Context: an optimization exercise on an open-source flow, tuned for small area, a short achievable clock period and few clock cycles per item. The choices shown serve that exercise and are no tape-out recipe.
In this exercise RTL edits were held to simulation tests only and were not proved equivalent to the original.

## flow/design.v (module list and top-level ports; edited modules follow where they fit)
// module systolic_array: 2291 lines
module systolic_array #(
    parameter DATAWIDTH = 16,
    parameter N_SIZE = 4
) (
    input clk, rst_n,
    input valid_in,
    input [N_SIZE*DATAWIDTH-1:0] matrix_a_in,  
    input [N_SIZE*DATAWIDTH-1:0] matrix_b_in,  
    output reg valid_out,
    output [N_SIZE*DATAWIDTH*2-1:0] matrix_out  
);
  // ...
==> flow/flow/run.sh <==
#!/bin/bash
# Layout flow: the standard ORFS flow (standard.sh), run with a larger setup slack
# margin so that the repair steps push the paths well below the 10 ns clock period.
# The SDC, the period and every other setting are the standard flow's own.
set -euo pipefail
bash standard.sh SETUP_SLACK_MARGIN=6.3 BUFFER_PORTS_ARGS='-buffer_cell sky130_fd_sc_hd__buf_2' finish > standard_flow.log 2>&1
==> flow/standard.sh <==
#!/bin/bash
# synth_recipe.tcl (not shown) runs the flow's synth.tcl, then flattens the netlist and writes it again
# the make line also repeats each setting of config.mk as NAME=value (left out here)
make -C /OpenROAD-flow-scripts/flow DESIGN_CONFIG=/design/flow/config.mk WORK_HOME=/design/flow/orfs CLKGATE_MAP_FILE= SYNTH_SCRIPT=/design/flow/synth_recipe.tcl "${@:-finish}"
==> flow/config.mk <==
export PLATFORM = sky130hd
export DESIGN_NAME = systolic_array
export DESIGN_NICKNAME = systolic_array
export VERILOG_FILES = /design/flow/design.v
export SDC_FILE = /design/flow/constraint.sdc
export NUM_CORES = 8
export LEC_CHECK = 0
export CAP_MARGIN = 20
export CORE_MARGIN = 2
export CORE_UTILIZATION = 40
export SLEW_MARGIN = 20
==> flow/constraint.sdc <==
create_clock -name core_clock -period 10.0 [get_ports {clk}]
set_input_delay 2.0000 -clock core_clock [delete_from_list [all_inputs] [get_ports {clk}]]
set_output_delay 2.0000 -clock core_clock [all_outputs]
set_load 0.01 [all_outputs]
==> qor.yml, run 1 <==
run_status:
  status: "no timing/DRC/antenna violations"
final_layout:
  dominant_cells: "multi-input gates"
  buffer_area_share_pct: 3.72
  clk_share_pct: 6.06
  register_area_um2: 19800
  layout-drive-gt1-share_pct: 15.3
  layoutNonFillerInstCount: 6788
  seq_share_pct: 32.9
  layout_common_cells: "926 x dfxtp_1, 580 x xnor2_1, 539 x fa_1"
critical_path:
  critPathMaxFanout: 64
  rr_startpoint: "bone[4]"
  required_ns: 10.56
  crit_type: "reg2reg"
  reg2reg_to: "pc2[21]"
  cp.depth: 9
route:
  vias_per_cell: 5.28
  wire_per_inst_um: 22.0
  detail-route-antenna-nets: 0
clock_tree:
  ctsHoldBuffers: 0
global_routing:
  grt_use_met3_pct: 5.65
  grtUsageTotal_pct: 21.6
  grt.met1_usage_pct: 29.9
  grt_overflow_total: 0
  grt_pass1_wl_mm: 227
synthesis:
  synth_area_leaders: "dfxtp_1 37%, fa_1 20%, xnor2_1 9.5%, a22oi_1 6.7%, ha_1 4.9%"
  synth_common_cells: "975 x dfxtp_1, 582 x xnor2_1, 540 x fa_1, 480 x a22oi_1, 462 x inv_1"
  synth.distinct_cells: 87
  synth_edf_count: 0
worst_hold_path:
  whs_path_depth: 0
timing:
  fin_ws_ns: 6.39
  fmax_mhz: 277
Testbench counts, summed over its fixed seeds: cycles 14,592, matrices 768.
==> run 2, diff against run 1 <==
==> flow/flow/run.sh (replaced) <==
#!/bin/bash
# Layout flow: the standard ORFS flow (standard.sh), run with a larger setup slack
# margin so that the repair steps push the paths well below the 10 ns clock period.
# The SDC, the period and every other setting are the standard flow's own.
set -euo pipefail
bash standard.sh SETUP_SLACK_MARGIN=6.6 BUFFER_PORTS_ARGS='-buffer_cell sky130_fd_sc_hd__buf_2' finish > standard_flow.log 2>&1
==> run 2 against run 1 <==
Compared with the run above: final cell count increased by 0.87%; cell area increased by 2.1%; worst hold slack improved by 0.0055 ns; die area unchanged; via count increased by 0.61%; largest cell class unchanged.
==> qor.yml, run 2 <==
route:
  m1WireLength_mm: 67.0
  drt_pass1_iterations: 5
  detail-route-antenna-nets: 0  # unchanged
  vias_per_cell: 5.27  # -0.26%
  drt_iter0_markers: 3159
  highest_layer: "met5"
  wire_per_inst_um: 22.3  # +1.4%
  wirelength_mm: 153
  drc: 0
  met3_length_mm: 14.5
  met2_length_mm: 66.3
  vias: 36100
synthesis:
  syn_area_per_cell_um2: 10.9
  syn_area_um2: 53400
  yosys.area.top_type_share_pct: 36.6
  synth_common_cells: "975 x dfxtp_1, 582 x xnor2_1, 540 x fa_1, 480 x a22oi_1, 462 x inv_1"
  post-synth-top-count-cell: "dfxtp_1"
  synth_area_leaders: "dfxtp_1 37%, fa_1 20%, xnor2_1 9.5%, a22oi_1 6.7%, ha_1 4.9%"
  synth.distinct_cells: 87  # unchanged
  yosys_warnings: 1
  synth_seq_area_share_pct: 36.9
  syn_inst: 4877
  synth_nets: 5756
  ys_async_sr_fraction_pct: 0.713
  ys_ff_latch: 982
  yosysTopAreaCell: "dfxtp_1"
  synthFlopType: "dfxtp_1"
  synth_edf_count: 0  # unchanged
global_routing:
  grt_pass1_vias: 37400
  grt_overflow_total: 0  # unchanged
  grt_pass1_wl_mm: 230  # +1.1%
  antenna_found_initial: 23
  grt_max_degree: 65
  grtUsageTotal_pct: 21.9  # +0.29 points
final_layout:
  fin_nets: 5858
  final_common_cell: "dfxtp_1"
  syn_to_final_growth_pct: 15.2
  layout_common_cells: "910 x dfxtp_1, 573 x xnor2_1, 534 x fa_1"
  fin_util_pct: 46.2
  layoutNonFillerInstCount: 6847  # +0.87%
  layout-drive-gt1-share_pct: 17.3  # +2.0 points
critical_path:
  endpoint_kind: "flip-flop"
  crit_path_start_kind: "flip-flop"
  crit_type: "reg2reg"
  cp.arrival_ns: 4.01
  reg2reg_to: "acc1[23]"
  cp-startpoint: "ps0[2]"
  reg2reg_setup_slack_ns: 6.60
  critPathMaxFanout: 4  # -94%
  reg2reg_depth: 13
  required_ns: 10.61  # +0.05 ns
  rr_startpoint: "ps0[2]"
place:
  placedCellCount: 6573
  numPortBuffers: 259
  place.gp.congestion: 0.873
  dp_slack_ns: 5.66
  hpwl_mm: 97.0
timing:
  setup_tns_ns: 0
  hold_viol_final: 0
  rsz0062_at_grt: "yes"
  setup_violations: 0
  skew_ns: 0.0391
  tightest_slew_ns: 1.05
  period_share_pct: 34.0
  max-slew-margin-rel_pct: 30.1
  fin_crit_ns: 3.40
  slew_violations: 0
  fmax_mhz: 294  # +6.1%
  fin_ws_ns: 6.60  # +0.208 ns
die:
  die_w_um: 369
  die_area_um2: 136000
  io_pins: 260
  coreArea_um2: 133000
  die_h_um: 369
  start_util_pct: 40.2
  rows: 134
worst_hold_path:
  min_to: "ra2_3[9]"
  min-delay-start: "ra2_2[9]"
  hold_class: "reg2reg"
  whs_path_depth: 0  # unchanged
run_status:
  status: "no timing/DRC/antenna violations"
clock_tree:
  cts-root-buf: "clkbuf_16"
  h-tree-depth: 3
  ctsHoldBuffers: 0  # unchanged
  cts_buffers: 104
  clk_latency_ns: 0.75
  cts_tree: "built"
  clockBufferDepth: 3
  clk_pin_slew_worst_paths_ns: 0.06
  cts.sinks: 982
job:
  drv_cap: 0
-- run 2: metal layers --
metal	GRT usage, %	vias up
met5	0	-
met1	30.4	18000
met2	33.2	1536
met3	5.64	331
li1	-	16200
met4	7.30	28
-- run 2: stage by stage --
stage / cell area, um^2 / hold WS (ns)
final: 61500 / 0.312
after floorplan: 53400 / 0.310
after detailed placement: 55900 / 0.312
after global routing: 61500 / 0.322
after global placement: 55900 / 0.310
after CTS: 60700 / 0.317
-- run 2: worst max path at each step --
stage          slack [ns]       end  depth (start not counted)
2_1_floorplan        6.61   pc2[16]                         10
3_3_place_gp         5.73   pc2[20]                          7
3_5_place_dp         5.66   pc2[20]                          7
4_1_cts              6.60   pc2[20]                          9
5_1_grt              6.47  acc1[23]                         13
6_report             6.60  acc1[23]                         13
-- run 2: area by class of cell --
class | count | area (um^2)
diodes | 11 | 27.5
clock buffers | 139 | 2950
clock inverters | 56 | 886
fillers | 12200 | 71500
inverters | 467 | 1780
multi-input cells | 3041 | 30800
flip-flops and latches | 982 | 19800
well taps | 1768 | 2210
repair buffers | 383 | 2970
-- run 2: critical path: stages, from the launching register on --
cell and delay [ns]:
dfxtp_2 0.34, clkinvlp_4 0.10, buf_12 0.16, fa_1 0.50, inv_2 0.05, fa_2 0.39, a211oi_2 0.27, o21bai_2 0.12
a211oi_4 0.37, nand3_2 0.15, a211oi_4 0.40, buf_4 0.19, xnor2_2 0.08, nor2b_1 0.14
-- run 2: repair_timing --
action                     in CTS  in global routing
gates resized for setup       141                 78
buffers inserted               28                 32
pin swaps                      13                 31
setup endpoints to repair     276                127
cloned                          2                  6
-- run 2: cell families (layout without fill, tap and decap cells) --
logic type / after synthesis / after routing / synth area share (%)
flops: 982 / 982 / 36.9
compound gates: 870 / 870 / 11.6
buf+inv: 854 / 1045 / 6.08
fa+ha+maj: 748 / 748 / 25.1
xor+xnor: 678 / 678 / 11.1
simple gates: 578 / 578 / 5.30
mux: 167 / 167 / 3.87
other cells: 0 / 11 / 0
==> run 3, diff against run 2 <==
==> flow/flow/run.sh (replaced) <==
#!/bin/bash
# Layout flow: the standard ORFS flow (standard.sh), run with a larger setup slack
# margin so that the repair steps push the paths well below the 10 ns clock period.
# The SDC, the period and every other setting are the standard flow's own.
set -euo pipefail
bash standard.sh SETUP_SLACK_MARGIN=6.6 BUFFER_PORTS_ARGS='-buffer_cell sky130_fd_sc_hd__buf_2' CORE_UTILIZATION=65 finish > standard_flow.log 2>&1
==> run 3 against run 2 <==
Compared with the run above: largest cell class unchanged; clock skew up 0.031 ns; count of clock-buffer cells in the layout down 8; still clean; global-route usage grew 12 points; highest routed layer unchanged; final cell count is 10% lower; critical endpoint is now pc1[21].
==> qor.yml, run 3 <==
global_routing:
  antenna_found_initial: 17  # -26%
  grt_overflow_total: 0  # unchanged
  grt_pass1_vias: 37600  # +0.54%
  grt_max_degree: 113  # +74%
  grt_pass1_wl_mm: 220  # -4.1%
  grtUsageTotal_pct: 33.8  # +12 points
timing:
  max-slew-margin-rel_pct: 33.3  # +3.1 points
  setup_tns_ns: 0  # unchanged
  rsz0062_at_grt: "yes"
  skew_ns: 0.0704  # +0.0313 ns
  hold_slack_ns: 0.319  # +0.00615 ns
  hold_viol_final: 0  # unchanged
  setup_violations: 0  # unchanged
  fin_ws_ns: 6.64  # +0.0349 ns
  fin_crit_ns: 3.36  # -0.0349 ns
  tightest_slew_ns: 1.00  # -0.0472 ns
  slew_violations: 0  # unchanged
  fmax_mhz: 297  # +1.0%
  period_share_pct: 33.6  # -0.35 points
synthesis:
  ys_ff_latch: 982  # unchanged
  yosys.area.top_type_share_pct: 36.6  # unchanged
  syn_inst: 4877  # unchanged
  synth_nets: 5756  # unchanged
  synth_seq_area_share_pct: 36.9  # unchanged
  ys_async_sr_fraction_pct: 0.713  # unchanged
  post-synth-top-count-cell: "dfxtp_1"
  synth_area_leaders: "dfxtp_1 37%, fa_1 20%, xnor2_1 9.5%, a22oi_1 6.7%, ha_1 4.9%"
  synthFlopType: "dfxtp_1"
  syn_area_per_cell_um2: 10.9  # unchanged
  synth_edf_count: 0  # unchanged
  synth.distinct_cells: 87  # unchanged
  synth_common_cells: "975 x dfxtp_1, 582 x xnor2_1, 540 x fa_1, 480 x a22oi_1, 462 x inv_1"
  syn_area_um2: 53400  # unchanged
  yosysTopAreaCell: "dfxtp_1"
  yosys_warnings: 1  # unchanged
route:
  highest_layer: "met5"
  met2_length_mm: 63.7  # -4.0%
  drc: 0  # unchanged
  wire_per_inst_um: 24.3  # +8.8%
  met3_length_mm: 17.5  # +21%
  drt_iter0_markers: 3534  # +12%
  detail-route-antenna-nets: 0  # unchanged
  drt_pass1_iterations: 6  # +1
  vias: 37000  # +2.5%
  vias_per_cell: 6.01  # +14%
  m1WireLength_mm: 61.7  # -7.8%
  wirelength_mm: 149  # -2.2%
place:
  hpwl_mm: 89.3  # -7.9%
  dp_slack_ns: 5.64  # -0.0211 ns
  numPortBuffers: 259  # unchanged
  place.gp.congestion: 0.900  # +3.2%
clock_tree:
  h-tree-depth: 3  # unchanged
  clockBufferDepth: 3  # unchanged
  cts_buffers: 98  # -5.8%
  cts.sinks: 982  # unchanged
  cts-root-buf: "clkbuf_16"
  cts_tree: "built"
  clk_latency_ns: 0.73  # -0.02 ns
  clk_pin_slew_worst_paths_ns: 0.06  # about the same
final_layout:
  final_common_cell: "dfxtp_1"
  layout_common_cells: "904 x dfxtp_1, 578 x xnor2_1, 537 x fa_1"
  syn_to_final_growth_pct: 13.6
  layout-drive-gt1-share_pct: 17.5  # +0.20 points
  fin_nets: 5878  # +0.34%
critical_path:
  critPathMaxFanout: 18  # +14
  endpoint_kind: "flip-flop"
  crit_type: "reg2reg"
  reg2reg_depth: 8  # -5
  rr_startpoint: "rb0[27]"
  crit_path_start_kind: "flip-flop"
  reg2reg_to: "pc1[21]"
  cp.arrival_ns: 3.90  # -0.11 ns
  required_ns: 10.54  # -0.07 ns
  reg2reg_setup_slack_ns: 6.64  # +0.03 ns
die:
  io_pins: 260  # unchanged
  die_h_um: 291  # -21%
  die_area_um2: 84400  # -38%
  rows: 105  # -22%
  coreArea_um2: 81700  # -39%
  start_util_pct: 65.3  # +25 points
  die_w_um: 291  # -21%
worst_hold_path:
  hold_class: "reg2reg"
  min-delay-start: "rb1[52]"
  min_to: "rb2[52]"
  whs_path_depth: 0  # unchanged
run_status:
  status: "no timing/DRC/antenna violations"
job:
  drv_cap: 0  # unchanged
[run 3: cell types whose count changed in the layout (fill, tap and decap cells not counted), sizes merged]
cell / delta
buf: +16
clkinvlp: -4
diode: -7
clkinv: +7
bufinv: -8
inv: -1
bufbuf: +1
clkbuf: +1
[run 3: timing repair]
| action | in CTS | in global routing |
|---|---|---|
| cloned | 3 | 15 |
| pin swaps | 24 | 24 |
| gates resized for setup | 153 | 79 |
| endpoints found under the setup margin | 264 | 111 |
| hold buffers | 0 | 0 |
| buffers inserted | 34 | 49 |
[run 3: per-stage QoR]
stage,cell area (um^2),instances,utilization (%)
final,60700,6154,74.2
after global routing,60600,6151,74.2
after CTS,59500,6086,72.8
after detailed placement,55000,5868,67.3
after global placement,55000,5868,67.3
after floorplan,53400,4877,-
[run 3: worst max-delay path, cell delays in order (launching register included)]
cell and delay [ns]:
dfxtp_2 0.68, a22oi_1 0.19, xnor2_1 0.17, fa_1 0.42
fa_1 0.56, inv_1 0.07, fa_1 0.54, inv_1 0.06
fa_1 0.46
[run 3: kinds of logic (layout without fill, tap and decap cells)]
group,after synthesis,after routing,synth area share [%]
simple gates,578,578,5.30
buf+inv,854,1057,6.08
flops,982,982,36.9
other cells,0,4,0
fa+ha+maj,748,748,25.1
xor+xnor,678,678,11.1
mux,167,167,3.87
compound gates,870,870,11.6
[run 3: layout make-up]
type / count / area [um^2]
clock buffers: 131 / 2760
multi-input cells: 3041 / 30800
clock inverters: 50 / 664
well taps: 1070 / 1340
repair buffers: 409 / 3440
diodes: 4 / 10.0
inverters: 467 / 1780
fillers: 5724 / 21100
flip-flops and latches: 982 / 19900
[run 3: how the worst max path moves through the flow]
stage / startpoint / endpoint / slack, ns / cells after the start
floorplan: bneg[3] / pc2[16] / 6.61 / 10
global placement: bneg[7] / pc0[17] / 5.75 / 7
detailed placement: bneg[7] / pc2[17] / 5.64 / 7
CTS: bneg[0] / pc2[14] / 6.58 / 8
global route: ps0[2] / acc0[26] / 6.54 / 13
finish: rb0[27] / pc1[21] / 6.64 / 8
[run 3: metal layers]
layer / GRT usage (%) / vias up
li1: - / 16300
met2: 50.7 / 2046
met4: 11.5 / 18
met5: 0.737 / -
met1: 47.4 / 18200
met3: 9.59 / 478
==> run 4, diff against run 3 <==
==> flow/flow/run.sh (replaced) <==
#!/bin/bash
# Layout flow: the standard ORFS flow (standard.sh), run with a larger setup slack
# margin so that the repair steps push the paths well below the 10 ns clock period.
# The SDC, the period and every other setting are the standard flow's own.
set -euo pipefail
bash standard.sh SETUP_SLACK_MARGIN=6.6 BUFFER_PORTS_ARGS='-buffer_cell sky130_fd_sc_hd__buf_2' CTS_CLUSTER_SIZE=30 CTS_CLUSTER_DIAMETER=60 finish > standard_flow.log 2>&1
==> run 4 against run 3 <==
Compared with the run above: synthesized cell count is the same; critical path type unchanged; via count shrank 1.8%; count of clock-buffer cells in the layout shrank 45; global-route usage shrank 12 points; first-iteration DRC count shrank 7.2%; cell area grew 0.57%; final cell count grew 11%.
==> qor.yml, run 4 <==
clock_tree:
  cts-root-buf: "clkbuf_16"
  h-tree-depth: 3  # unchanged
  clk_pin_slew_worst_paths_ns: 0.09  # +0.03 ns
  clockBufferDepth: 3  # unchanged
  cts_tree: "built"
  cts.sinks: 982  # unchanged
  clk_latency_ns: 0.72  # about the same
  cts_buffers: 81  # -17%
timing:
  setup_tns_ns: 0  # unchanged
  max-slew-margin-rel_pct: 30.8  # -2.5 points
  fin_crit_ns: 3.35  # -0.00943 ns
  rsz0062_at_grt: "yes"
  skew_ns: 0.0426  # -0.0278 ns
  period_share_pct: 33.5  # -0.094 points
  setup_violations: 0  # unchanged
  slew_violations: 0  # unchanged
  hold_viol_final: 0  # unchanged
  fmax_mhz: 298  # +0.28%
  tightest_slew_ns: 1.04  # +0.0371 ns
job:
  drv_cap: 0  # unchanged
final_layout:
  fillCellCount: 12200  # +110%
  fin_util_pct: 45.9  # -28 points
  layout_common_cells: "910 x dfxtp_1, 574 x xnor2_1, 535 x fa_1"
  layoutNonFillerInstCount: 6810  # +11%
  final_common_cell: "dfxtp_1"
  syn_to_final_growth_pct: 14.2
  fin_nets: 5845  # -0.56%
  layout-drive-gt1-share_pct: 16.9  # -0.61 points
die:
  die_w_um: 369  # +27%
  die_area_um2: 136000  # +62%
  die_h_um: 369  # +27%
  start_util_pct: 40.2  # -25 points
  coreArea_um2: 133000  # +63%
  io_pins: 260  # unchanged
  rows: 134  # +28%
worst_hold_path:
  hold_class: "reg2reg"
synthesis:
  ys_async_sr_fraction_pct: 0.713  # unchanged
  syn_area_per_cell_um2: 10.9  # unchanged
  synth_area_leaders: "dfxtp_1 37%, fa_1 20%, xnor2_1 9.5%, a22oi_1 6.7%, ha_1 4.9%"
  synth_common_cells: "975 x dfxtp_1, 582 x xnor2_1, 540 x fa_1, 480 x a22oi_1, 462 x inv_1"
  yosys.area.top_type_share_pct: 36.6  # unchanged
  synth_edf_count: 0  # unchanged
  synth_nets: 5756  # unchanged
  syn_inst: 4877  # unchanged
  yosysTopAreaCell: "dfxtp_1"
  synth.distinct_cells: 87  # unchanged
  syn_area_um2: 53400  # unchanged
  ys_ff_latch: 982  # unchanged
  yosys_warnings: 1  # unchanged
  synth_seq_area_share_pct: 36.9  # unchanged
  post-synth-top-count-cell: "dfxtp_1"
  synthFlopType: "dfxtp_1"
route:
  detail-route-antenna-nets: 0  # unchanged
  drc: 0  # unchanged
  wirelength_mm: 156  # +4.2%
  vias: 36300  # -1.8%
  drt_pass1_iterations: 6  # unchanged
  wire_per_inst_um: 22.8  # -5.8%
  vias_per_cell: 5.34  # -11%
  drt_iter0_markers: 3281  # -7.2%
global_routing:
  grtUsageTotal_pct: 21.8  # -12 points
  grt_pass1_vias: 37300  # -0.86%
  antenna_found_initial: 24  # +7
  grt_overflow_total: 0  # unchanged
  grt_pass1_wl_mm: 229  # +3.8%
  grt_max_degree: 65  # -42%
critical_path:
  required_ns: 10.63  # +0.09 ns
  endpoint_kind: "flip-flop"
  crit_path_start_kind: "flip-flop"
  critPathMaxFanout: 32  # +14
  crit_type: "reg2reg"
  cp.arrival_ns: 3.98  # +0.08 ns
run_status:
  status: "no timing/DRC/antenna violations"
place:
  place.gp.congestion: 0.873  # -3.1%
  hpwl_mm: 97.0  # +8.6%
  numPortBuffers: 259  # unchanged
  placedCellCount: 6573  # +12%
[run 4: cell counts after synthesis]
No cell type changed its count.
[run 4: cells by family after synthesis]
| logic type | after synthesis | synth area share, % |
|---|---|---|
| AOI/OAI and AO/OA | 870 | 11.6 |
| muxes | 167 | 3.87 |
| adders and majority gates | 748 | 25.1 |
| buffers and inverters | 854 | 6.08 |
| xor gates and xnor gates | 678 | 11.1 |
| and+or+nand+nor | 578 | 5.30 |
| DFF | 982 | 36.9 |
[run 4: worst paths after layout]
path	end	startpoint	depth (start not counted)	slack, ns
max	pc2[15]	btwo[4]	9	6.65
min	rb3[60]	rb2[60]	0	0.32
max reg2reg	pc2[15]	btwo[4]	9	6.65
min reg2reg	rb3[60]	rb2[60]	0	0.32
max in group asynchronous	ld	rst_n	1	8.68
min in group asynchronous	cnt[0]	rst_n	1	1.09
[run 4: repair_timing]
| item | CTS | global route |
|---|---|---|
| endpoints found under the setup margin | 277 | 122 |
| buffers inserted | 28 | 35 |
| gates cloned | 2 | 13 |
| pin swaps | 17 | 28 |
| hold buffers | 0 | 0 |
| gates resized for setup | 142 | 87 |
[run 4: area by class of cell]
| cell class | count | area (um^2) | share of cell area, % |
|---|---|---|---|
| Multi-Input combinational cell | 3041 | 30900 | 50.6 |
| Sequential cell | 982 | 19800 | 32.5 |
| Timing Repair Buffer | 393 | 3210 | 5.26 |
| Tap cell | 1768 | 2210 | 3.63 |
| Clock buffer | 86 | 2100 | 3.44 |
| Inverter | 467 | 1780 | 2.91 |
| Clock inverter | 63 | 985 | 1.61 |
| Antenna cell | 10 | 25.0 | 0.0410 |
[run 4: metal layers]
metal / GRT usage, % / vias up / part of all wire, %
li1: - / 16200 / -
met1: 30.1 / 18100 / 43
met2: 33.1 / 1635 / 43
met3: 5.94 / 411 / 10
met4: 7.08 / 34 / 3.8
met5: 0 / - / 0.15
[run 4: per-stage QoR]
step	hold slack (ns)	setup WS, ns	cell area, um^2
after floorplan	0.310	6.61	53400
after global placement	0.310	5.73	55900
after detailed placement	0.312	5.66	55900
after CTS	0.315	6.60	59900
after global routing	0.316	6.54	61000
final	0.318	6.65	61000
[run 4: critical path, stage by stage, from the launching register on]
cell and delay (ns):
dfxtp_2 0.46, buf_16 0.25, a22oi_1 0.16, xnor2_1 0.18, fa_1 0.46, fa_1 0.52
inv_1 0.06, fa_1 0.53, inv_1 0.05, fa_1 0.52
==> run 5, diff against run 4 <==
==> flow/flow/run.sh (replaced) <==
#!/bin/bash
# Layout flow: the standard ORFS flow (standard.sh) with three changes:
#  - after the standard synthesis, flow/fixpol.py removes most of the inverters that
#    Yosys' full-adder extraction leaves between full adders (each full adder may be used
#    in its inverted form, since FA(~a,~b,~c) = ~FA(a,b,c)); registers are not touched;
#  - the repair steps aim for a larger setup slack margin, so that the paths end well
#    below the 10 ns clock period; the SDC and the period are the standard flow's own;
#  - port buffers are buf_2, and the clock tree uses larger sink clusters.
set -euo pipefail
R=orfs/results/sky130hd/systolic_array/base
ARGS="SETUP_SLACK_MARGIN=6.8 CORE_UTILIZATION=65 CTS_CLUSTER_SIZE=30 CTS_CLUSTER_DIAMETER=60"
bash standard.sh synth > standard_synth.log 2>&1
cp $R/1_2_yosys.v $R/1_2_yosys.standard.v
python3 flow/fixpol.py $R/1_2_yosys.standard.v $R/1_2_yosys.v > fixpol.log 2>&1
bash standard.sh $ARGS BUFFER_PORTS_ARGS='-buffer_cell sky130_fd_sc_hd__buf_2' finish > standard_flow.log 2>&1
==> flow/flow/fixpol.py (new file) <==
#!/usr/bin/env python3
"""Remove inverters around full adders in a sky130hd gate netlist.

A full adder is self-dual: FA(~a, ~b, ~c) = (~sum, ~carry).  Yosys' extract_fa leaves many
inverters between full adders; this script picks, for each full adder, whether to use it
as is or in its inverted form (all inputs and both outputs inverted) so that as few
inverters as possible are needed, and rewrites the netlist.  Only inverters and full
adders change (and xor2/xnor2 cells may swap with each other); registers are untouched.

usage: fixpol.py in.v out.v
"""
import random
import re
import sys
from collections import defaultdict

OUTPINS = {'X', 'Y', 'Q', 'Q_N', 'SUM', 'COUT', 'HI', 'LO'}
P = 'sky130_fd_sc_hd__'
# cells that can be replaced by their complement: new type, output pin renames
SWAP = {
    'xnor2_1': ('xor2_1', {'Y': 'X'}), 'xor2_1': ('xnor2_1', {'X': 'Y'}),
    'nand2_1': ('and2_1', {'Y': 'X'}), 'and2_1': ('nand2_1', {'X': 'Y'}),
    'nor2_1': ('or2_1', {'Y': 'X'}), 'or2_1': ('nor2_1', {'X': 'Y'}),
}


def parse(txt):
    cells = []
    for m in re.finditer(r'^(\s*)(sky130_fd_sc_hd__\w+)\s+(\S+)\s*\((.*?)\);\n', txt, re.S | re.M):
        typ, name, body = m.group(2), m.group(3), m.group(4)
        pins = [(p, n.strip()) for p, n in re.findall(r'\.(\w+)\(([^()]*)\)', body)]
        cells.append({'typ': typ, 'name': name, 'pins': pins, 'span': m.span()})
    return cells


def esc(n):
    return n + ' ' if n.startswith('\\') else n


def norm(n):
    # escaped identifiers keep their trailing space in the text; compare stripped
    return n.strip()


def main():
    src, dst = sys.argv[1], sys.argv[2]
    txt = open(src).read()
    cells = parse(txt)
    drv = {}
    loads = defaultdict(list)
    for ci, c in enumerate(cells):
        for p, n in c['pins']:
            if p in OUTPINS:
                drv[n] = (ci, p)
            else:
                loads[n].append((ci, p))
    ports = set()
    for m in re.finditer(r'^\s*(?:input|output)\s+(?:\[[^\]]*\]\s*)?(\S+);', txt, re.M):
        ports.add(m.group(1))

    assigned = set()
    for m in re.finditer(r'^\s*assign\s+(.*?);', txt, re.M | re.S):
        for t in re.findall(r'(\\\S+|[A-Za-z_][\w$]*(?:\s*\[\d+\])?)', m.group(1)):
            assigned.add(t.strip())
            assigned.add(t.strip().split('[')[0].strip())

    def frozen_net(n):
        return n in assigned or n.split('[')[0].strip() in assigned

    def is_fa(ci):
        return cells[ci]['typ'] in (P + 'fa_1', P + 'fa_2', P + 'fa_4')

    def is_inv(ci):
        return cells[ci]['typ'] in (P + 'inv_1', P + 'inv_2')

    def port_net(n):
        base = n.lstrip('\\').split('[')[0].strip()
        return base in ports

    # inverters we may remove: input not driven by an inverter, output not a port and
    # not driving an inverter
    removable = set()
    for ci, c in enumerate(cells):
        if not is_inv(ci):
            continue
        pins = dict(c['pins'])
        a, y = pins['A'], pins['Y']
        if a in drv and is_inv(drv[a][0]):
            continue
        if port_net(y) or port_net(a) or not loads[y] or frozen_net(y) or frozen_net(a):
            continue
        if any(is_inv(l[0]) for l in loads[y]):
            continue
        removable.add(ci)

    # sources: nets that feed removable inverters or full adders
    # each load pin: (cell, pin) wants value V(src) ^ w
    want = defaultdict(list)      # src net -> list of [cell, pin, w]
    for ci, c in enumerate(cells):
        if ci in removable:
            continue
        for p, n in c['pins']:
            if p in OUTPINS:
                continue
            if n in drv and drv[n][0] in removable:
                a = dict(cells[drv[n][0]]['pins'])['A']
                want[a].append([ci, p, 1])
            elif n in drv and is_fa(drv[n][0]):
                want[n].append([ci, p, 0])
            elif is_fa(ci):
                want[n].append([ci, p, 0])
    fas = [ci for ci in range(len(cells)) if is_fa(ci)
           and not any(p in OUTPINS and (port_net(n) or frozen_net(n)) for p, n in cells[ci]['pins'])]
    flip = {ci: 0 for ci in fas}

    def phi(n):
        d = drv.get(n)
        if d and d[0] in flip:
            return flip[d[0]]
        return 0

    def swappable(n):
        d = drv.get(n)
        if not d:
            return False
        t = cells[d[0]]['typ']
        if len(loads[n]) != len(want[n]) or port_net(n) or frozen_net(n):
            return False
        return t[len(P):] in SWAP

    def net_cost(n):
        ph = phi(n)
        need = [(w ^ flip.get(ci, 0) ^ ph) for ci, p, w in want[n]]
        if not any(need):
            return 0
        if all(need) and swappable(n):
            return 0
        return 1

    touch = defaultdict(set)
    for n, lst in want.items():
        d = drv.get(n)
        if d and d[0] in flip:
            touch[d[0]].add(n)
        for ci, p, w in lst:
            if ci in flip:
                touch[ci].add(n)

    base = sum(net_cost(n) for n in want)
    cur = base
    rng = random.Random(1)
    best = dict(flip)
    bestc = cur
    for rnd in range(60):
        improved = True
        while improved:
            improved = False
            order = list(fas)
            rng.shuffle(order)
            for v in order:
                nets = touch[v]
                before = sum(net_cost(n) for n in nets)
                flip[v] ^= 1
                after = sum(net_cost(n) for n in nets)
                if after < before:
                    cur += after - before
                    improved = True
                else:
                    flip[v] ^= 1
        if cur < bestc:
            bestc = cur
            best = dict(flip)
        # perturb
        flip = dict(best)
        cur = bestc
        for v in rng.sample(fas, max(1, len(fas) // 20)):
            nets = touch[v]
            before = sum(net_cost(n) for n in nets)
            flip[v] ^= 1
            cur += sum(net_cost(n) for n in nets) - before
    flip = best
    sys.stderr.write("fixpol: inverters on adder nets %d -> %d (%d full adders flipped)\n"
                     % (base, bestc, sum(flip.values())))

    # rewrite
    newpins = {ci: list(c['pins']) for ci, c in enumerate(cells)}
    newtyp = {ci: c['typ'] for ci, c in enumerate(cells)}
    added = []
    k = 0
    for n, lst in want.items():
        ph = phi(n)
        need = [(w ^ flip.get(ci, 0) ^ ph) for ci, p, w in lst]
        target = {}
        if any(need) and all(need) and swappable(n):
            d = drv[n][0]
            t = newtyp[d]
            nt, ren = SWAP[t[len(P):]]
            newtyp[d] = P + nt
            newpins[d] = [(ren.get(pp, pp), nn_) for pp, nn_ in newpins[d]]
            for (ci, p, w) in lst:
                target[(ci, p)] = n
        elif any(need):
            nn = 'fixpol_n%d' % k
            added.append((k, n, nn))
            k += 1
            for (ci, p, w), q in zip(lst, need):
                target[(ci, p)] = nn if q else n
        else:
            for (ci, p, w) in lst:
                target[(ci, p)] = n
        for (ci, p), t in target.items():
            newpins[ci] = [(pp, t if pp == p else nn_) for pp, nn_ in newpins[ci]]
    # flipped full adders keep their pins (inputs were rewired above); their outputs now
    # carry the inverted values, which the loads above account for
    out = []
    pos = 0
    for ci, c in enumerate(cells):
        s, e = c['span']
        out.append(txt[pos:s])
        pos = e
        if ci in removable:
            continue
        indent = re.match(r'\s*', txt[s:e]).group(0)
        body = ",\n".join("%s  .%s(%s)" % (indent.strip('\n'), p, esc(n)) for p, n in newpins[ci])
        out.append("%s%s %s (\n%s\n%s);\n" % (indent, newtyp[ci], c['name'], body, indent.strip('\n')))
    rest = txt[pos:]
    decl = "".join("  wire %s;\n" % nn for _, _, nn in added)
    insts = "".join("  %sinv_1 fixpol_inv%d (\n    .A(%s),\n    .Y(%s)\n  );\n" % (P, i, esc(n), nn)
                    for i, n, nn in added)
    rest = rest.replace("endmodule", insts + "endmodule", 1)
    res = "".join(out) + rest
    # declare the new wires after the module's port list
    m = re.search(r'\);\n', res)
    res = res[:m.end()] + decl + res[m.end():]
    open(dst, 'w').write(res)


if __name__ == '__main__':
    main()
==> run 5 against run 4 <==
Compared with the run above: global-route usage grew 13 points; routed wire length grew 0.28%; still clean on timing, DRC and antenna; critical path depth shrank 2; worst hold slack lost 0.0085 ns.
==> qor.yml, run 5 <==
die:
  coreArea_um2: 79100  # -40%
  start_util_pct: 65.7  # +26 points
  io_pins: 260  # unchanged
  die_h_um: 287  # -22%
  die_area_um2: 82300  # -40%
  rows: 103  # -23%
  die_w_um: 287  # -22%
clock_tree:
  cts.sinks: 982  # unchanged
  cts_buffers: 66  # -19%
  cts_tree: "built"
  clk_latency_ns: 0.67  # -0.05 ns
  cts-root-buf: "clkbuf_16"
  clk_pin_slew_worst_paths_ns: 0.11  # +0.02 ns
  h-tree-depth: 3  # unchanged
  clockBufferDepth: 3  # unchanged
  ctsHoldBuffers: 0  # unchanged
run_status:
  status: "no timing/DRC/antenna violations"
final_layout:
  fin_nets: 5479  # -6.3%
  layout-drive-gt1-share_pct: 19.9  # +3.0 points
  final_common_cell: "dfxtp_1"
  syn_to_final_growth_pct: 13.7
  fillCellCount: 5311  # -57%
  multi_input_area_um2: 31100  # +0.92%
  register_area_um2: 19900  # +0.45%
  fin_util_pct: 74.8  # +29 points
  layout_common_cells: "905 x dfxtp_1, 509 x fa_1, 507 x xnor2_1"
timing:
  fmax_mhz: 255  # -14%
  skew_ns: 0.0462  # +0.00361 ns
  tightest_slew_ns: 1.05  # +0.0114 ns
  hold_viol_final: 0  # unchanged
  setup_violations: 0  # unchanged
  fin_crit_ns: 3.92  # +0.563 ns
  period_share_pct: 39.2  # +5.6 points
  setup_tns_ns: 0  # unchanged
  max-slew-margin-rel_pct: 29.6  # -1.3 points
  slew_violations: 0  # unchanged
  rsz0062_at_grt: "yes"
global_routing:
  grt_overflow_total: 0  # unchanged
  grt_max_degree: 69  # +6.2%
  antenna_found_initial: 21  # -13%
  grtUsageTotal_pct: 34.8  # +13 points
  grt_pass1_wl_mm: 217  # -4.9%
  grt_pass1_vias: 36500  # -2.0%
job:
  drv_cap: 0  # unchanged
critical_path:
  crit_type: "reg2reg"
  cp.arrival_ns: 4.42  # +0.44 ns
  required_ns: 10.51  # -0.12 ns
  critPathMaxFanout: 16  # -50%
  endpoint_kind: "flip-flop"
  crit_path_start_kind: "flip-flop"
place:
  place.gp.congestion: 0.927  # +6.2%
  hpwl_mm: 87.3  # -10%
  numPortBuffers: 259  # unchanged
route:
  detail-route-antenna-nets: 0  # unchanged
  wire_per_inst_um: 27.3  # +20%
  drt_pass1_iterations: 7  # +1
  vias_per_cell: 6.39  # +20%
  drt_iter0_markers: 4340  # +32%
  vias: 36500  # +0.32%
  drc: 0  # unchanged
  wirelength_mm: 156  # +0.28%
synthesis:
  yosys_warnings: 1  # unchanged
  syn_area_um2: 52000  # -2.6%
  syn_area_per_cell_um2: 11.6  # +5.9%
  syn_inst: 4486  # -8.0%
  synth_nets: 5365  # -6.8%
worst_hold_path:
  hold_class: "reg2reg"
[run 5: routing by layer]
metal,routed length (um),vias to the layer above,track usage [%]
met5,191,-,0
met4,10900,25,15.0
met3,21600,782,10.4
met2,64600,2458,52.2
met1,58800,17800,47.2
li1,-,15400,-
[run 5: area by class of cell]
type,count,area share (%)
inverter,76,0.537
tap,1050,2.22
clock inverter,46,1.15
antenna,6,0.0254
clock buffer,74,2.91
timing repair buffer,433,6.83
multi-input combinational,3041,52.6
sequential,982,33.7
[run 5: metrics by stage]
| step | setup slack, ns | cells | hold WS (ns) | area [um^2] |
|---|---|---|---|---|
| 2_1_floorplan | 6.80 | 4486 | 0.310 | 52100 |
| 3_3_place_gp | 5.86 | 5461 | 0.310 | 53600 |
| 3_5_place_dp | 5.79 | 5461 | 0.312 | 53600 |
| 4_1_cts | 6.77 | 5640 | 0.315 | 57500 |
| 5_1_grt | 6.15 | 5703 | 0.325 | 59100 |
| 6_report | 6.08 | 5708 | 0.309 | 59200 |
[run 5: what timing repair did]
action,CTS,global route
pin swaps,21,104
resized for setup,182,165
endpoints found under the setup margin,317,137
setup buffers,46,33
gates cloned,13,29
[run 5: worst paths after layout]
path / from / end / slack [ns] / cells past startpoint
max: bone[6] / ps3[24] / 6.08 / 7
min: ra3_1[5] / ra3_2[5] / 0.31 / 0
max reg2reg: bone[6] / ps3[24] / 6.08 / 7
min reg2reg: ra3_1[5] / ra3_2[5] / 0.31 / 0
max in group asynchronous: rst_n / ld / 8.62 / 1
min in group asynchronous: rst_n / valid_out / 1.14 / 1
[run 5: critical path, stage by stage (launching register included)]
cell     delay (ns)
dfxtp_4        0.48
buf_16         0.21
a22oi_1        0.12
xnor2_1        0.84
fa_1           0.64
fa_1           0.48
fa_1           0.46
fa_1           0.50
==> run 6, diff against run 5 <==
--- a/flow/flow/run.sh
+++ b/flow/flow/run.sh
@@ -8,7 +8,7 @@
 #  - port buffers are buf_2, and the clock tree uses larger sink clusters.
 set -euo pipefail
 R=orfs/results/sky130hd/systolic_array/base
-ARGS="SETUP_SLACK_MARGIN=6.8 CORE_UTILIZATION=65 CTS_CLUSTER_SIZE=30 CTS_CLUSTER_DIAMETER=60"
+ARGS="SETUP_SLACK_MARGIN=6.6 CORE_UTILIZATION=65 CTS_CLUSTER_SIZE=30 CTS_CLUSTER_DIAMETER=60"
 bash standard.sh synth > standard_synth.log 2>&1
 cp $R/1_2_yosys.v $R/1_2_yosys.standard.v
 python3 flow/fixpol.py $R/1_2_yosys.standard.v $R/1_2_yosys.v > fixpol.log 2>&1
==> run 6 against run 5 <==
Compared with the run above: final cell count fell by 1.0%; die area did not move; first-iteration DRC count decreased by 27%; sequential cell count unchanged; critical path depth decreased by 1; global-route usage decreased by 1.9 points; sequential share of layout area rose by 0.96 points; synthesized area stayed put; highest routed layer unchanged.
==> qor.yml, run 6 <==
final_layout:
  syn_to_final_growth_pct: 10.0
  layout-drive-gt1-share_pct: 16.7  # -3.3 points
  final_area_um2: 57200  # -3.3%
  layout_common_cells: "906 x dfxtp_1, 538 x fa_1, 510 x xnor2_1"
  fin_util_pct: 72.3  # -2.4 points
  final_common_cell: "dfxtp_1"
  fin_nets: 5414  # -1.2%
die:
  rows: 103  # unchanged
  die_area_um2: 82300  # unchanged
  io_pins: 260  # unchanged
  die_h_um: 287  # unchanged
  die_w_um: 287  # unchanged
  start_util_pct: 65.7  # unchanged
  coreArea_um2: 79100  # unchanged
route:
  detail-route-antenna-nets: 0  # unchanged
  drc: 0  # unchanged
  vias_per_cell: 6.15  # -3.8%
  drt_iter0_markers: 3169  # -27%
  wirelength_mm: 136  # -13%
  drt_pass1_iterations: 8  # +1
  wire_per_inst_um: 24.0  # -12%
  vias: 34700  # -4.7%
critical_path:
  endpoint_kind: "flip-flop"
  cp.arrival_ns: 3.84  # -0.58 ns
  cp-startpoint: "bneg[3]"
  required_ns: 10.50  # about the same
  rr_startpoint: "bneg[3]"
  crit_path_start_kind: "flip-flop"
  crit_type: "reg2reg"
  critPathMaxFanout: 28  # +12
timing:
  fin_crit_ns: 3.34  # -0.571 ns
  slew_violations: 0  # unchanged
  setup_violations: 0  # unchanged
  max-slew-margin-rel_pct: 32.5  # +3.0 points
  fin_ws_ns: 6.66  # +0.571 ns
  rsz0062_at_grt: "yes"
  period_share_pct: 33.4  # -5.7 points
  setup_tns_ns: 0  # unchanged
  hold_viol_final: 0  # unchanged
  tightest_slew_ns: 1.01  # -0.0370 ns
  fmax_mhz: 299  # +17%
  skew_ns: 0.0454  # -0.000748 ns
job:
  drv_cap: 0  # unchanged
clock_tree:
  cts.sinks: 982  # unchanged
  clockBufferDepth: 3  # unchanged
  clk_latency_ns: 0.66  # about the same
  cts_buffers: 68  # +3.0%
  ctsHoldBuffers: 0  # unchanged
  h-tree-depth: 3  # unchanged
  cts-root-buf: "clkbuf_16"
  clk_pin_slew_worst_paths_ns: 0.10  # about the same
  cts_tree: "built"
global_routing:
  antenna_found_initial: 20  # -4.8%
  grt_pass1_vias: 35700  # -2.1%
  grt_pass1_wl_mm: 208  # -4.3%
  grt_max_degree: 68  # -1.4%
  grtUsageTotal_pct: 32.9  # -1.9 points
  grt_overflow_total: 0  # unchanged
place:
  hpwl_mm: 88.8  # +1.7%
  place.gp.congestion: 0.903  # -2.6%
  dp_slack_ns: 5.78  # -0.00629 ns
  numPortBuffers: 259  # unchanged
  place_area_um2: 53600  # about the same
run_status:
  status: "no timing/DRC/antenna violations"
worst_hold_path:
  hold_class: "reg2reg"
  min-delay-start: "ra1_0[6]"
synthesis:
  syn_inst: 4486  # unchanged
  syn_area_per_cell_um2: 11.6  # unchanged
  yosys_warnings: 1  # unchanged
  syn_area_um2: 52000  # unchanged
  synth_nets: 5365  # unchanged
==> run 6: metal layers <==
layer	wire length (um)	global-route usage [%]
met5	87	0
met4	4640	11.4
met3	13800	8.21
met2	60700	50.7
met1	56600	45.7
==> run 6: timing repair <==
action | in CTS | in global routing
buffers inserted | 15 | 34
setup endpoints to repair | 262 | 114
cloned | 2 | 2
pin swaps | 2 | 11
resized for setup | 104 | 56
==> run 6: critical path, cell delays in order, from the launching register on <==
cell and delay [ns]:
dfxtp_4 0.58, buf_6 0.42, xnor2_1 0.17, fa_1 0.45, fa_1 0.52, fa_1 0.52, fa_1 0.49
==> run 6: metrics by stage <==
stage / hold slack (ns) / cells
final: 0.324 / 5650
after global routing: 0.321 / 5641
after CTS: 0.323 / 5603
after detailed placement: 0.312 / 5462
after global placement: 0.310 / 5462
after floorplan: 0.310 / 4486
==> run 6: final cells by class <==
| class | count | area (um^2) |
|---|---|---|
| antenna | 11 | 27.5 |
| clock buffer | 75 | 1770 |
| clock inverter | 49 | 724 |
| fill | 5654 | 21900 |
| inverter | 76 | 312 |
| multi-input combinational | 3041 | 30600 |
| sequential | 982 | 19800 |
| tap | 1050 | 1310 |
| timing repair buffer | 366 | 2620 |
==> run 6: worst paths after layout <==
kind | to | slack (ns) | cells after the start
min in group asynchronous | cnt[2] | 1.15 | 1
worst max-delay path | pc3[20] | 6.66 | 6
max in group asynchronous | ld | 8.61 | 1
worst min-delay path | ra1_1[6] | 0.32 | 0
worst max register to register | pc3[20] | 6.66 | 6
worst min register to register | ra1_1[6] | 0.32 | 0
==> run 7, diff against run 6 <==
--- a/flow/flow/run.sh
+++ b/flow/flow/run.sh
@@ -12,4 +12,4 @@
 bash standard.sh synth > standard_synth.log 2>&1
 cp $R/1_2_yosys.v $R/1_2_yosys.standard.v
 python3 flow/fixpol.py $R/1_2_yosys.standard.v $R/1_2_yosys.v > fixpol.log 2>&1
-bash standard.sh $ARGS BUFFER_PORTS_ARGS='-buffer_cell sky130_fd_sc_hd__buf_2' finish > standard_flow.log 2>&1
+bash standard.sh $ARGS BUFFER_PORTS_ARGS='-buffer_cell sky130_fd_sc_hd__buf_2' CTS_BUF_LIST='sky130_fd_sc_hd__clkbuf_8 sky130_fd_sc_hd__clkbuf_16' finish > standard_flow.log 2>&1
==> run 7 against run 6 <==
Compared with the run above: first-iteration DRC count rose by 1.4%; final cell count hardly changed; synthesized area unchanged; cell area hardly changed; sequential share of layout area barely moved; die area unchanged; critical endpoint unchanged; highest routed layer unchanged.
==> qor.yml, run 7 <==
global_routing:
  grtUsageTotal_pct: 32.9  # unchanged
  grt_pass1_vias: 35700  # unchanged
  antenna_found_initial: 20  # unchanged
  grt_overflow_total: 0  # unchanged
  grt_max_degree: 68  # unchanged
  grt_pass1_wl_mm: 208  # unchanged
timing:
  setup_tns_ns: 0  # unchanged
  fmax_mhz: 299  # about the same
  rsz0062_at_grt: "yes"
  fin_crit_ns: 3.35  # +0.00239 ns
  setup_violations: 0  # unchanged
  fin_ws_ns: 6.65  # -0.00239 ns
  max-slew-margin-rel_pct: 32.6  # +0.036 points
  hold_viol_final: 0  # unchanged
  tightest_slew_ns: 1.01  # -0.000539 ns
  skew_ns: 0.0442  # -0.00128 ns
  period_share_pct: 33.5  # about the same
  slew_violations: 0  # unchanged
route:
  vias_per_cell: 6.16  # +0.17%
  wire_per_inst_um: 24.0  # about the same
  drc: 0  # unchanged
  detail-route-antenna-nets: 0  # unchanged
  vias: 34800  # +0.15%
  wirelength_mm: 136  # about the same
  drt_pass1_iterations: 6  # -2
  drt_iter0_markers: 3212  # +1.4%
job:
  drv_cap: 0  # unchanged
clock_tree:
  h-tree-depth: 3  # unchanged
  cts_buffers: 68  # unchanged
  cts-root-buf: "clkbuf_16"
  clk_latency_ns: 0.66  # about the same
  ctsHoldBuffers: 0  # unchanged
  clockBufferDepth: 3  # unchanged
  cts.sinks: 982  # unchanged
  cts_tree: "built"
  clk_pin_slew_worst_paths_ns: 0.10  # about the same
place:
  numPortBuffers: 259  # unchanged
  hpwl_mm: 88.8  # unchanged
  place_area_um2: 53600  # unchanged
  dp_slack_ns: 5.78  # unchanged
  place.gp.congestion: 0.903  # unchanged
die:
  coreArea_um2: 79100  # unchanged
  start_util_pct: 65.7  # unchanged
  die_area_um2: 82300  # unchanged
  die_h_um: 287  # unchanged
  io_pins: 260  # unchanged
  die_w_um: 287  # unchanged
  rows: 103  # unchanged
final_layout:
  layout_common_cells: "906 x dfxtp_1, 538 x fa_1, 510 x xnor2_1"
  fillCellCount: 5655  # +0.018%
  final_common_cell: "dfxtp_1"
  fin_nets: 5414  # unchanged
  layout-drive-gt1-share_pct: 16.7  # unchanged
  syn_to_final_growth_pct: 10.0  # about the same
  fin_util_pct: 72.3  # about the same
  final_area_um2: 57200  # about the same
critical_path:
  required_ns: 10.50  # about the same
  crit_type: "reg2reg"
  cp.arrival_ns: 3.85  # about the same
  critPathMaxFanout: 28  # unchanged
  crit_path_start_kind: "flip-flop"
  endpoint_kind: "flip-flop"
worst_hold_path:
  hold_class: "reg2reg"
synthesis:
  syn_area_per_cell_um2: 11.6  # unchanged
  yosys_warnings: 1  # unchanged
  syn_inst: 4486  # unchanged
  syn_area_um2: 52000  # unchanged
  synth_nets: 5365  # unchanged
run_status:
  status: "no timing/DRC/antenna violations"
[run 7: final timing paths]
kind | start | end | slack, ns | cells after the start
min in group asynchronous | rst_n | cnt[2] | 1.15 | 1
min | ra1_0[6] | ra1_1[6] | 0.32 | 0
max in group asynchronous | rst_n | ld | 8.61 | 1
min reg2reg | ra1_0[6] | ra1_1[6] | 0.32 | 0
max reg2reg | bneg[3] | pc3[20] | 6.65 | 6
max | bneg[3] | pc3[20] | 6.65 | 6
[run 7: layer usage]
layer	vias to the layer above	wire length (um)	global-route usage (%)
met5	-	87	0
met4	14	4600	11.4
met3	321	14000	8.21
met2	1772	60800	50.7
met1	17400	56400	45.7
li1	15300	-	-
[run 7: area by class of cell]
| cell class | instances | area, um^2 | share of cell area, % |
|---|---|---|---|
| antenna | 10 | 25.0 | 0.0437 |
| tap | 1050 | 1310 | 2.30 |
| clock buffer | 71 | 1750 | 3.07 |
| timing repair buffer | 366 | 2620 | 4.57 |
| multi-input combinational | 3041 | 30600 | 53.5 |
| inverter | 76 | 312 | 0.544 |
| sequential | 982 | 19800 | 34.7 |
| clock inverter | 53 | 739 | 1.29 |
[run 7: critical path: stages, from the launching register on]
cell and delay [ns]:
dfxtp_4 0.59, buf_6 0.42, xnor2_1 0.17, fa_1 0.45, fa_1 0.52, fa_1 0.52, fa_1 0.49
[run 7: through the flow]
| step | std cells | hold slack, ns |
|---|---|---|
| 5_1_grt | 5641 | 0.320 |
| 6_report | 5649 | 0.325 |
| 3_3_place_gp | 5462 | 0.310 |
| 4_1_cts | 5603 | 0.323 |
| 2_1_floorplan | 4486 | 0.310 |
| 3_5_place_dp | 5462 | 0.312 |
[run 7: timing repair]
| action | CTS | global route |
|---|---|---|
| cloned | 2 | 2 |
| gates resized for setup | 104 | 56 |
| setup endpoints to repair | 262 | 114 |
| pin swaps | 2 | 11 |
| buffers inserted | 15 | 34 |
==> run 8, diff against run 7 <==
--- a/flow/flow/run.sh
+++ b/flow/flow/run.sh
@@ -12,4 +12,4 @@
 bash standard.sh synth > standard_synth.log 2>&1
 cp $R/1_2_yosys.v $R/1_2_yosys.standard.v
 python3 flow/fixpol.py $R/1_2_yosys.standard.v $R/1_2_yosys.v > fixpol.log 2>&1
-bash standard.sh $ARGS BUFFER_PORTS_ARGS='-buffer_cell sky130_fd_sc_hd__buf_2' CTS_BUF_LIST='sky130_fd_sc_hd__clkbuf_8 sky130_fd_sc_hd__clkbuf_16' finish > standard_flow.log 2>&1
+bash standard.sh $ARGS BUFFER_PORTS_ARGS='-buffer_cell sky130_fd_sc_hd__buf_2' PRE_RESIZE_TCL=$PWD/flow/pre_resize.tcl finish > standard_flow.log 2>&1
==> flow/flow/pre_resize.tcl (new file) <==
set_max_fanout 20 [current_design]
==> run 8 against run 7 <==
Compared with the run above: still clean; critical path depth up 4; die area unchanged; utilization up 3.5 points; sequential share of layout area down 1.6 points; cell area up 4.9%; synthesized area unchanged; non-clock buffer count up 131; final cell count up 2.3%; worst hold slack worse by 0.0073 ns; setup slack worse by 0.067 ns; sequential cell count unchanged; critical path type unchanged; highest routed layer unchanged.
==> qor.yml, run 8 <==
job:
  drv_cap: 0  # unchanged
critical_path:
  critPathSlowestCell: "fa_2"
  required_ns: 10.53  # +0.03 ns
  crit_path_start_kind: "flip-flop"
  crit_chain: "buf_12, buf_12, buf_12, buf_4, a22oi_1, xnor2_1, fa_1, fa_1, fa_2, fa_1"
  crit_family: "adder cells"
  crit_type: "reg2reg"
  endpoint_kind: "flip-flop"
  slowest_delay_ns: 0.57  # -0.02 ns
  cp.arrival_ns: 3.94  # +0.09 ns
  cp.buffers_inverters: 4  # +3
  critPathMaxFanout: 10  # -64%
timing:
  setup_tns_ns: 0  # unchanged
  setup_violations: 0  # unchanged
  hold_viol_final: 0  # unchanged
  rsz0062_at_grt: "yes"
  slew_violations: 0  # unchanged
  hold_slack_ns: 0.317  # -0.00733 ns
  period_share_pct: 34.1  # +0.67 points
  fin_crit_ns: 3.41  # +0.0666 ns
  tightest_slew_ns: 0.993  # -0.0188 ns
  max-slew-margin-rel_pct: 33.6  # +1.0 points
  skew_ns: 0.0481  # +0.00398 ns
  fmax_mhz: 293  # -1.9%
route:
  met2_length_mm: 65.4  # +7.7%
  highest_layer: "met5"
  drc: 0  # unchanged
  m1WireLength_mm: 58.4  # +3.6%
  detail-route-antenna-nets: 0  # unchanged
  vias_per_cell: 6.26  # +1.7%
  drt_iter0_markers: 4301  # +34%
  wirelength_mm: 149  # +10%
  wire_per_inst_um: 25.9  # +7.5%
  vias: 36200  # +4.1%
  met3_length_mm: 18.6  # +33%
  drt_pass1_iterations: 7  # +1
final_layout:
  final_common_cell: "dfxtp_1"
  fillCellCount: 5256  # -7.1%
  syn_to_final_growth_pct: 15.4
  register_area_um2: 19800  # about the same
  fin_nets: 5546  # +2.4%
  layout-drive-gt1-share_pct: 21.5  # +4.8 points
  layout_common_cells: "906 x dfxtp_1, 495 x fa_1, 493 x xnor2_1"
  multi_input_area_um2: 31200  # +1.8%
die:
  die_h_um: 287  # unchanged
  start_util_pct: 65.7  # unchanged
  coreArea_um2: 79100  # unchanged
  die_w_um: 287  # unchanged
  rows: 103  # unchanged
  io_pins: 260  # unchanged
  die_area_um2: 82300  # unchanged
clock_tree:
  h-tree-depth: 3  # unchanged
  clk_pin_slew_worst_paths_ns: 0.10  # about the same
  cts_buffers: 69  # +1.5%
  clk_latency_ns: 0.66  # about the same
  cts.sinks: 982  # unchanged
  ctsHoldBuffers: 0  # unchanged
  cts_tree: "built"
  clockBufferDepth: 3  # unchanged
  cts-root-buf: "clkbuf_16"
global_routing:
  grt_overflow_total: 0  # unchanged
  grt_pass1_wl_mm: 224  # +7.6%
  grt_max_degree: 32  # -53%
  grtUsageTotal_pct: 36.0  # +3.0 points
  antenna_found_initial: 21  # +5.0%
  grt_pass1_vias: 36800  # +3.1%
place:
  hpwl_mm: 101  # +14%
  place.gp.congestion: 0.903  # unchanged
  numPortBuffers: 259  # unchanged
synthesis:
  synth_nets: 5365  # unchanged
  syn_area_per_cell_um2: 11.6  # unchanged
  syn_inst: 4486  # unchanged
  yosys_warnings: 1  # unchanged
  syn_area_um2: 52000  # unchanged
run_status:
  status: "no timing/DRC/antenna violations"
worst_hold_path:
  hold_class: "reg2reg"
-- run 8: layer usage --
metal  global-route usage, %  vias to the layer above
met5                       0                        -
met2                    53.9                     2260
met1                    48.8                    17800
li1                        -                    15600
met4                    15.3                       16
met3                    10.9                      539
-- run 8: cell type report --
type	instances	share of cell area [%]
clock inverter	45	1.22
clock buffer	81	3.19
sequential	982	33.0
tap	1050	2.19
antenna	8	0.0334
inverter	76	0.515
multi-input combinational	3041	52.0
timing repair buffer	497	7.87
-- run 8: final timing paths --
kind / slack (ns) / to / cells past startpoint / start
hold / removal: 0.32 / rb3[27] / 0 / rb2[27]
min in group asynchronous: 1.15 / cnt[2] / 1 / rst_n
max in group asynchronous: 8.61 / ld / 1 / rst_n
setup / recovery: 6.59 / pc1[14] / 10 / btwo[1]
setup reg to reg: 6.59 / pc1[14] / 10 / btwo[1]
hold reg to reg: 0.32 / rb3[27] / 0 / rb2[27]
-- run 8: per-stage QoR --
step	instances	instance area [um^2]	worst slack, ns	util (%)
2_1_floorplan	4486	52000	6.61	-
3_3_place_gp	5462	53600	5.88	67.7
3_5_place_dp	5562	54500	2.44	68.9
4_1_cts	5726	58600	6.57	74.1
5_1_grt	5774	60000	6.54	75.8
6_report	5780	60000	6.59	75.8
-- run 8: repair_timing --
item	4_1_cts	5_1_grt
hold endpoints to repair	0	0
buffers inserted	18	33
endpoints found under the setup margin	440	132
gates cloned	20	13
pin swaps	34	121
resized for setup	673	196

## afterwards: timing with drivers on the ports
How much do the figures lean on ideal ports? The routed layouts below were timed once more, with nothing changed but the port constraints. Step 1, drivers: a clkbuf_16 drives clk and a buf_2 each remaining input, both assumed. Step 2 times the ports against the registers' clock, not the clock port: input delays grow and output delays shrink by t, the midpoint of the rising clock arrivals with the driver on. Three values: ideal, step 1, step 2; two values: the first two.
run | shift t [ns] | setup slack, ns | latest minus earliest clock arrival (ns) | slew at the worst register clock pin (ns)
run 1 | 0.800 | 6.395 / 6.395 / 6.395 | 0.082 / 0.082 | 0.07 / 0.07
run 2 | 0.810 | 6.603 / 6.603 / 6.603 | 0.058 / 0.057 | 0.07 / 0.07
run 3 | 0.766 | 6.638 / 6.638 / 6.638 | 0.071 / 0.071 | 0.08 / 0.08
run 4 | 0.774 | 6.647 / 6.647 / 6.647 | 0.047 / 0.047 | 0.10 / 0.10
run 5 | 0.721 | 6.084 / 6.084 / 6.084 | 0.048 / 0.048 | 0.11 / 0.11
run 6 | 0.706 | 6.655 / 6.655 / 6.507 | 0.047 / 0.047 | 0.11 / 0.11
run 7 | 0.707 | 6.653 / 6.653 / 6.508 | 0.048 / 0.047 | 0.11 / 0.11
run 8 | 0.708 | 6.586 / 6.586 / 6.499 | 0.051 / 0.051 | 0.11 / 0.11
After both steps setup and hold are still met in every run listed. For run 6, which loses most, drivers alone change the setup slack by 0.000 ns; drivers and shift together by -0.148 ns.
